What follows belongs to an exercise in optimizing a design on an open flow for small area; a production flow would make more cautious choices. Function was checked by simulation only, so behaviour that the tests miss may differ from the original. Power figures rest on the tool's default switching activity, not on a simulated workload.

==> flow/design.v (outline; a module is shown in full before it is edited, if it fits) <==
// module gemm: 1426 lines
// module gemm_aoi: 5 lines
// module gemm_fa: 6 lines
// module gemm_ha: 6 lines
// module gemm_inv: 5 lines
// module gemm_nd: 5 lines
// module gemm_nr: 5 lines
// module gemm_or2: 5 lines
// module gemm_x2: 5 lines
module gemm(A, B, C, D, Cout, clk);
  // ...
==> flow/flow/run.sh <==
#!/bin/bash
# The standard layout (standard.sh) with two changes:
#  - the port buffers that global placement inserts use the smallest buffer cell;
#  - clock tree synthesis uses clkbuf_4 buffers and no dummy loads (32 flip-flops need no more).
# ORFS writes each step's full log under orfs/logs/; make's own output goes to standard.log.
set -euo pipefail
bash standard.sh \
  "BUFFER_PORTS_ARGS=-buffer_cell sky130_fd_sc_hd__buf_1" \
  "CTS_ARGS=-sink_clustering_enable -repair_clock_nets -dont_use_dummy_load -buf_list sky130_fd_sc_hd__clkbuf_4 -root_buf sky130_fd_sc_hd__clkbuf_4" \
  finish > standard.log 2>&1
==> flow/standard.sh <==
#!/bin/bash
# synth_recipe.tcl (not shown) runs the flow's synth.tcl, then flattens the netlist and writes it again
# the make line also repeats each setting of config.mk as NAME=value (left out here)
make -C /OpenROAD-flow-scripts/flow DESIGN_CONFIG=/design/flow/config.mk WORK_HOME=/design/flow/orfs CLKGATE_MAP_FILE= SYNTH_SCRIPT=/design/flow/synth_recipe.tcl "${@:-finish}"
==> flow/config.mk <==
export PLATFORM = sky130hd
export DESIGN_NAME = gemm
export DESIGN_NICKNAME = gemm
export VERILOG_FILES = /design/flow/design.v
export SDC_FILE = /design/flow/constraint.sdc
export NUM_CORES = 4
export LEC_CHECK = 0
export CAP_MARGIN = 10
export CORE_MARGIN = 2
export CORE_UTILIZATION = 40
export GPL_TIMING_DRIVEN = 0
export PLACE_DENSITY = 0.5
export SLEW_MARGIN = 10
export SYNTH_HIERARCHICAL = 1
==> flow/constraint.sdc <==
create_clock -name core_clock -period 10.0 [get_ports {clk}]
set_input_delay 2.0000 -clock core_clock [delete_from_list [all_inputs] [get_ports {clk}]]
set_output_delay 2.0000 -clock core_clock [all_outputs]
set_load 0.01 [all_outputs]
==> impl_metrics.yaml, run 1 <==
sta:
  whs_ps: 2360
  finalSetupTns_ps: 0
  timing.final.ws_setup_ps: 2580
  setup_viol: 0
cells_and_area:
  final_cell_mix: "248 x a222oi_1, 152 x buf_1, 146 x fa_1"
  n_clock_buffer: 5
  regArea_um2: 641
  inverters_excl_clock: 60
  multi_input_cells: 648
  final_cell_count_no_fill: 1164
  fin_util_pct: 45.8
  drive_gt1_share_pct: 1.00
clock_network:
  ctsResizeCount: 0
  htreeDepth: 2
  cts_hold_buf: 0
pwr:
  p_comb_share_pct: 87.6
  clockPowerShare_pct: 2.5
  pg_seq_uw: 236
  p_int_uw: 1160
  largestPowerGroup: "combinational cells"
synthesis:
  yosysWarnings: 7
  synth-async-reset-ratio_pct: 0
  synth-edff-count: 0
  synth.ff_latch_count: 32
floorplan:
  num_rows: 51
  die_h_um: 145
setup_path:
  path_class: "in -> reg"
  cp_cell_sequence: "buf_1 -> ha_1 -> fa_1 -> a222oi_1 -> fa_1 -> fa_1 -> or2_1 -> fa_1 -> fa_1 -> fa_1 -> fa_1 -> or2_1 -> xor2_1"
grt:
  grtUsageTotal_pct: 31.5
  gr-usage-met1_pct: 43.7
drt:
  met2_length_um: 15400
  wl_per_cell_um: 29.5
flow_run:
  cap_violations: 0
outcome:
  status: "complete, no violations"
==> run 2, diff against run 1 <==
--- a/flow/config.mk
+++ b/flow/config.mk
@@ -5,10 +5,10 @@
 export SDC_FILE = /design/flow/constraint.sdc
 export NUM_CORES = 4
 export LEC_CHECK = 0
-export CAP_MARGIN = 10
+export CAP_MARGIN = 20
 export CORE_MARGIN = 2
 export CORE_UTILIZATION = 40
 export GPL_TIMING_DRIVEN = 0
 export PLACE_DENSITY = 0.5
-export SLEW_MARGIN = 10
+export SLEW_MARGIN = 20
 export SYNTH_HIERARCHICAL = 1
==> run 2 against run 1 <==
  * Setup slack got worse by 15 ps
  * Critical path depth unchanged
  * Wire length is 0.59% higher
  * Core utilization grew 0.11 points
  * Highest routed layer unchanged
  * First-iteration DRC count is 4.0% lower
  * Via count about the same
  * Sequential power is essentially flat
==> impl_metrics.yaml, run 2 <==
clock_network:
  cts.sinks: 32
  cts_hold_buf: 0
  cts_tree: "yes"
  clkTransAtPathRegs_ps: 80
  cts_buffer_depth: 2
  htreeDepth: 2
  cts-buffers-inserted: 5
  root_buffer: "clkbuf_4"
  post_cts_buffers: 0
  ctsResizeCount: 0
setup_path:
  crit_path_max_fanout: 17
  arrival_ps: 7630
  endpoint_kind: "register"
  path_class: "in -> reg"
  cp-startpoint: "C[24]"
  crit_end: "Cout[23]"
  startpoint_type: "input pin"
  cp.required_ps: 10200
floorplan:
  start_util_pct: 40.9
  num_rows: 51
  die_area_um2: 21100
  io_pins: 161
  die_x_um: 145
  core_um2: 19500
  die_h_um: 145
synthesis:
  synth-seq-area-share_pct: 8.02
  synthCells: 740
  syn-num-nets: 1019
  synth-async-reset-ratio_pct: 0
  synth_area_um2: 7990
  synth_top_area_share_pct: 36.6
  yosys_most_used_dff: "dfxtp_1"
  avgSynthCellArea_um2: 10.8
  synth.most_common_cell: "a222oi_1"
  yosysWarnings: 7
  synth_top_area_cell: "fa_1"
  yosysUniqueCellTypes: 9
  synth.area.top_cells: "fa_1 37%, a222oi_1 31%, xor2_1 15%, dfxtp_1 8.0%, nor2_1 3.7%"
  synth-edff-count: 0
  synth.ff_latch_count: 32
  yosys-top-cells-count: "248 x a222oi_1, 146 x fa_1, 136 x xor2_1, 78 x nor2_1, 60 x inv_1"
cells_and_area:
  nets: 1180
  final_cell_count_no_fill: 1165
  drive_gt1_share_pct: 1.56
  top_regs: "Cout (32)"
  final_common_cell: "a222oi_1"
  top_register: "Cout"
  final_cell_mix: "248 x a222oi_1, 152 x buf_1, 146 x fa_1"
  fin_util_pct: 45.9
  largest_reg_flops: 32
  syn2layout_area_growth_pct: 12.2
min_path:
  hold_class: "in -> reg"
  hp-start: "D[24]"
grt:
  grtUsageTotal_pct: 31.4
  grt_max_degree: 18
  globalRouteOverflowTotal: 0
  met2_usage_pct: 49.1
  grt_pass1_vias: 8518
  antenna_found_initial: 1
  grt-busiest-layer: "met2"
  gr-usage-met1_pct: 43.8
  use_met3_pct: 6.27
  grt_pass1_wl_um: 51300
drt:
  ant_nets: 0
  drc_errors: 0
  vias: 8454
  routed_wl_um: 34600
  drt_first_pass_iters: 17
  viasPerCell: 7.26
  wl_per_cell_um: 29.7
  drt-initial-drc-count: 2229
sta:
  slew_headroom_pct: 22.5
  max_freq_mhz: 135
  period_share_pct: 74.3
  rsz0062_at_grt: "false"
  finalMaxSlewViolations: 0
  hold_viol_final: 0
  tightest_slew_ps: 1160
  finalCriticalPeriod_ps: 7430
  finalSetupTns_ps: 0
  setup_viol: 0
pwr:
  power_density_nw_per_um2: 266
  p_total_uw: 2380
  p_leak_uw: 0.00300
  ir_drop_uv: 139
placed_design:
  dp_cells: 1159
  io_buffers: 152
  hpwl_um: 25400
  gp_congestion: 0.972
outcome:
  status: "complete, no violations"
flow_run:
  cap_violations: 0
-- run 2: cell counts after synthesis --
Identical to the previous run, type by type.
-- run 2: stage by stage --
stage	hold WS, ps	setup WS, ps	instance area, um2
floorplan	2120	3430	7990
global placement	2390	2480	8890
detailed placement	2390	2430	8920
CTS	2340	2780	8960
global route	2420	2470	8970
finish	2360	2570	8970
-- run 2: cells by family after synthesis --
| group | count (synthesis) | synth area share (%) |
|---|---|---|
| buf+inv | 60 | 2.82 |
| flops | 32 | 8.02 |
| fa+ha+maj | 150 | 37.2 |
| simple gates | 114 | 5.98 |
| xor+xnor | 136 | 14.9 |
| compound gates | 248 | 31.1 |
-- run 2: area by class of cell --
type / count / area (um2)
clock buffers: 5 / 37.5
repair buffers: 154 / 589
inverters: 60 / 225
multi-input cells: 648 / 7140
fillers: 1972 / 10600
diodes: 1 / 2.50
flip-flops and latches: 32 / 641
well taps: 265 / 332
-- run 2: how the worst min path moves through the flow --
stage                     endpoint  slack, ps  cells past startpoint
after CTS                 Cout[24]       2340                      4
after floorplan            Cout[0]       2120                      2
final                     Cout[24]       2360                      4
after global placement     Cout[8]       2390                      1
after global routing      Cout[24]       2420                      4
after detailed placement  Cout[13]       2390                      1
-- run 2: worst max-delay path: stages --
cell and delay (ps):
buf_1 460, ha_1 440, fa_1 1080, a222oi_1 230, fa_1 460, fa_1 500, or2_1 260, fa_1 400
fa_1 450, fa_1 430, fa_1 500, or2_1 250, xor2_1 150
-- run 2: Yosys stat by module (local to each module, per instance) --
module	cells	flip-flops and latches	cell area, um2
gemm	32	32	641
gemm_fa	1	0	20.0
gemm_ha	1	0	12.5
gemm_aoi	1	0	10.0
gemm_x2	1	0	8.76
gemm_or2	1	0	6.26
gemm_inv	1	0	3.75
gemm_nd	1	0	3.75
gemm_nr	1	0	3.75
-- run 2: report_power, final --
| group | leakage [uW] | internal (uW) | switching, uW |
|---|---|---|---|
| Combinational | 0.00270 | 920 | 1170 |
| Sequential | 0.000270 | 223 | 12.3 |
| Clock | 0.0000230 | 23.4 | 35.1 |
| Total | 0.00300 | 1170 | 1220 |
-- run 2: routing by layer --
layer / up-vias / share of wire [%]
met5: - / 0
li1: 3490 / -
met4: 0 / 2.6
met2: 775 / 45
met1: 4125 / 39
met3: 64 / 13

what the ideal ports hide:
The results above use ideal ports. As a check the final layouts listed here were re-extracted and re-timed, cells and wires unchanged. Step 1 sets driving cells, clkbuf_16 on the clock port and buf_2 on the other inputs (assumed; they add their load-dependent delay and slew). Step 2, shift: input delay + t, output delay - t, t = (earliest + latest rising clock arrival at the registers) / 2. This alone moves slack from input paths to output paths. a / b / c = ideal ports / drivers / drivers and shift; a / b = the first two.
run	t (ns)	setup slack, ns	worst data-port slew with drivers (ns)
run 1	0.346	2.583 / 2.593 / 2.247	0.04
run 2	0.344	2.568 / 2.578 / 2.234	0.04
After both steps every run listed still meets setup and hold. For run 1, which loses most, drivers alone change the setup slack by +0.010 ns; drivers and shift together by -0.336 ns.
